This design comes from an exercise in tuning for small area on the open sky130 flow, not from production work.
In this exercise RTL edits were held to simulation tests only and were not proved equivalent to the original.
No activity file was given, so power comes from the tool's default toggle rates.

## delta
## mtm_Alu
module mtm_Alu (
    input  wire clk,    
    input  wire rst_n,  
    input  wire sin,    
    output reg  sout    
);
  reg  [3:0]  rcnt;    
  reg         rtype;   
  reg  [3:0]  dcnt;    
  reg  [3:0]  crc4;
  reg  [2:0]  op;
  reg  [31:0] A;
  reg  [31:0] B;
  wire rpay     = (rcnt >= 4'd2);
  wire rlast    = (rcnt == 4'd9);
  wire crc_bit  = (rtype && rcnt == 4'd2) ? 1'b1 : sin;
  wire crc_fb   = crc4[3] ^ crc_bit;
  wire [3:0] crc4_nx = {crc4[2:0], 1'b0} ^ {2'b00, crc_fb, crc_fb};
  wire recv_b   = rpay && !rtype && (dcnt[3:2] == 2'b00);
  wire recv_a   = rpay && !rtype && (dcnt[3:2] == 2'b01);
  wire ctl_end  = rlast && rtype;
  reg  [3:0]  tpos;    
  reg  [2:0]  fidx;    
  reg  [1:0]  err;     
  reg         cy;
  reg         fv, fz, fn;
  reg  [2:0]  crc3;
  wire t_idle   = fidx[2] & (fidx[1] ^ fidx[0]);
  wire t_comp   = (fidx == 3'd7);
  wire t_ctl    = (fidx == 3'd4);
  wire t_pay    = !t_idle && !t_comp && (tpos >= 4'd2) && (tpos <= 4'd9);
  wire t_data   = t_pay && !fidx[2];
  wire [2:0]  dsel = tpos[2:0] + 3'd5;
  reg  [3:0]  bd;
  always @* begin
    case (dsel)
      3'd0: bd = B[3:0];
      3'd1: bd = B[7:4];
      3'd2: bd = B[11:8];
      3'd3: bd = B[15:12];
      3'd4: bd = B[19:16];
      3'd5: bd = B[23:20];
      3'd6: bd = B[27:24];
      default: bd = B[31:28];
    endcase
  end
  wire        arith = op[2];
  wire        sub   = op[0];
  wire        first = (tpos == 4'd3);
  wire [3:0]  ad    = A[3:0];
  wire [3:0]  bx    = bd ^ {4{sub}};
  wire        cin   = first ? (arith & sub) : cy;
  wire [4:0]  sum   = {1'b0, ad} + {1'b0, bx} + {4'b0, cin};
  wire [3:0]  lg    = sub ? (ad | bd) : (ad & bd);
  wire [3:0]  cd    = arith ? sum[3:0] : lg;
  ...
Size: about 400 cells after synthesis, ~97 flip-flops.
make LEC_CHECK=0 CAP_MARGIN=20 CORE_MARGIN=2 CORE_UTILIZATION=40 SLEW_MARGIN=20 finish   # period 10.0 ns
run.sh (not shown) runs the stock make flow with config.mk's settings and CLKGATE_MAP_FILE= SYNTH_SCRIPT=/design/flow/synth_recipe.tcl, a recipe that flattens the netlist after the stock synthesis.
diff inputs: delta => onyx
Settings: changing CORE_UTILIZATION from 40 to 85; setting CTS_BUF_LIST to sky130_fd_sc_hd__clkbuf_8 for the first time.
Notes after the runs:
onyx against delta: total design power shows a reduction of 9.3%; sequential cell count of the final layout has remained practically unchanged; pre-CTS setup slack shrank by 0.13 ns. Diff delta -> onyx: multi-input gate share of the layout cell area rose by 1.4 points, clock network latency to the later pin of the worst-skew pair rose by 0.02 ns. delta → onyx: maximum clock skew at final layout was more or less identical, power density over the cells went down by 5.8%, layout overhead on the synthesized area went down by 4.0 points.

========
mtm_Alu, a different RTL version from the one above (not shown whole).
Size: roughly 380 cells after synthesis, about 95 flip-flops, roughly 0.0045 mm2 of cells after synthesis.
clock: 10.0 ns
lec_check: 0
cap_margin: 20
core_margin: 2
core_utilization: 70
cts_buf_list: sky130_fd_sc_hd__clkbuf_8
slew_margin: 20
standard.sh (not shown) runs the stock make flow with config.mk's settings and CLKGATE_MAP_FILE= SYNTH_SCRIPT=/design/flow/synth_recipe.tcl, a recipe that flattens the netlist after the stock synthesis.
==> flow/flow/run.sh <==
#!/bin/bash
set -euo pipefail
cts="-sink_clustering_enable -repair_clock_nets -dont_use_dummy_load -buf_list sky130_fd_sc_hd__clkbuf_16 -sink_clustering_size 40"
bash standard.sh "CTS_ARGS=$cts" "BUFFER_PORTS_ARGS=-buffer_cell sky130_fd_sc_hd__buf_1" finish > standard_flow.log 2>&1
Rerun with:
==> flow/flow/run.sh (replaced) <==
#!/bin/bash
set -euo pipefail
cts="-sink_clustering_enable -repair_clock_nets -buf_list sky130_fd_sc_hd__clkbuf_8 -dont_use_dummy_load"
bash standard.sh "CTS_ARGS=$cts" finish > standard_flow.log 2>&1
Effect: The new run went through all stages and came out clean. Final area decreases by 1.7%. Flip-flop and latch count is unchanged. Worst setup slack loses 0.23 ns. Wire length increases by 1.9%. Synthesized area does not change. Cell count does not change. Hold slack stays flat. Critical path depth does not change. Total power decreases by 8.6%.
Rerun with:
==> flow/flow/run.sh (replaced) <==
#!/bin/bash
set -euo pipefail
cts="-sink_clustering_enable -repair_clock_nets -dont_use_dummy_load -buf_list sky130_fd_sc_hd__clkbuf_8 -sink_clustering_size 30 -sink_clustering_max_diameter 300"
bash standard.sh "CTS_ARGS=$cts" "BUFFER_PORTS_ARGS=-buffer_cell sky130_fd_sc_hd__buf_1" finish > standard_flow.log 2>&1
Outcome:
- The changed run finished with timing, DRC and antenna clean
- cell count is unchanged
- total power is about the same
- routed wire length falls by 3.3%
- synthesized area does not change
- cell area falls by 0.40%
- global-route usage falls by 0.25 points
- worst hold slack hardly moves
- clock-buffer cell count stays the same

========
mtm_Alu again, from the RTL that the note above started with.
Settings: LEC_CHECK=0, CAP_MARGIN=20, CORE_MARGIN=2, CORE_UTILIZATION=70, CTS_BUF_LIST=sky130_fd_sc_hd__clkbuf_8, SLEW_MARGIN=20; clock period 10.0 ns.
run.sh (not shown) runs the stock make flow with config.mk's settings and CLKGATE_MAP_FILE= SYNTH_SCRIPT=/design/flow/synth_recipe.tcl, a recipe that flattens the netlist after the stock synthesis.
Stock flow here: none of the scripts above is used.
Change:
==> flow/flow/run.sh (new file) <==
#!/bin/bash
# The standard layout (standard.sh) with three changes:
#  - synthesis: ABC maps for area (flow/abc_area.script: strash; dch -f; amap)
#    instead of ORFS's delay-oriented script, and Yosys's half/full-adder
#    extraction and Kogge-Stone carry mapping are left out, so ABC sees all
#    logic. The registers are those of the standard synthesis (flip-flop
#    mapping is unchanged).
#  - clock tree synthesis: clkbuf_8 buffers and no dummy loads.
#  - port buffers: sky130_fd_sc_hd__buf_1.
# Each tool's full output goes to a log file in this folder.
set -euo pipefail
here=$(pwd)

# private copy of the ORFS scripts, with the synthesis changes
rm -rf "$here/scripts"
cp -r "$FLOW_HOME/scripts" "$here/scripts"
cp "$here/flow/abc_area.script" "$here/scripts/abc_speed.script"
sed -i 's/\[dont_use_adder_kinds\] ne "none"$/[dont_use_adder_kinds] ne "none" \&\& 0/' "$here/scripts/synth.tcl"
sed -i 's#"-extra-map $::env(FLOW_HOME)/platforms/common/lcu_kogge_stone.v"\]#""]#' "$here/scripts/synth.tcl"
grep -q 'ne "none" && 0' "$here/scripts/synth.tcl"
! grep -q 'lcu_kogge_stone' "$here/scripts/synth.tcl"

cts="-sink_clustering_enable -repair_clock_nets -dont_use_dummy_load -buf_list sky130_fd_sc_hd__clkbuf_8"
bash standard.sh "SCRIPTS_DIR=$here/scripts" "CTS_ARGS=$cts" \
  "BUFFER_PORTS_ARGS=-buffer_cell sky130_fd_sc_hd__buf_1" finish > standard_flow.log 2>&1
==> flow/flow/abc_area.script (new file) <==
strash
dch -f
amap
topo
==> flow/standard.sh (new file) <==
#!/bin/bash
# synth_recipe.tcl (not shown) runs the flow's synth.tcl, then flattens the netlist and writes it again
# the make line also repeats each setting of config.mk as NAME=value (left out here)
make -C /OpenROAD-flow-scripts/flow DESIGN_CONFIG=/design/flow/config.mk WORK_HOME=/design/flow/orfs CLKGATE_MAP_FILE= SYNTH_SCRIPT=/design/flow/synth_recipe.tcl "${@:-finish}"
removed: flow/run.sh
Utilization rises by 1.4 points.
Cell count drops by 2.6%.
Count of clock-buffer cells in the layout does not change.

## port drivers added, routing unchanged
How much do the figures lean on ideal ports? The routed layouts below were timed once more, with nothing changed but the port constraints. Step 1, drivers: a clkbuf_16 drives clk and a buf_2 each remaining input, both assumed. Step 2 adds t to the input delays and takes it off the output delays; t is the mean of the earliest and latest rising clock arrival at the registers after step 1. Input paths then give back, and output paths get back, about the clock's delay inside the block. a / b / c = ideal / step 1 / step 2; a / b = the first two.
run | t (ns) | slack for setup (ns) | worst setup path after step 2
delta | 0.383 | 5.921 / 5.921 / 5.921 | register to register
onyx | 0.398 | 5.423 / 5.423 / 5.423 | register to register
the first run of note 2 | 0.365 | 4.906 / 4.869 / 5.235 | register to output
the second run of note 2 | 0.373 | 4.677 / 4.647 / 5.021 | register to output
the third run of note 2 | 0.380 | 4.914 / 4.883 / 5.263 | register to output
the first run of note 3 | 0.384 | 4.656 / 4.626 / 5.010 | register to output
the second run of note 3 | 0.375 | 5.230 / 5.198 / 5.573 | register to output
After both steps every run listed still meets setup and hold.
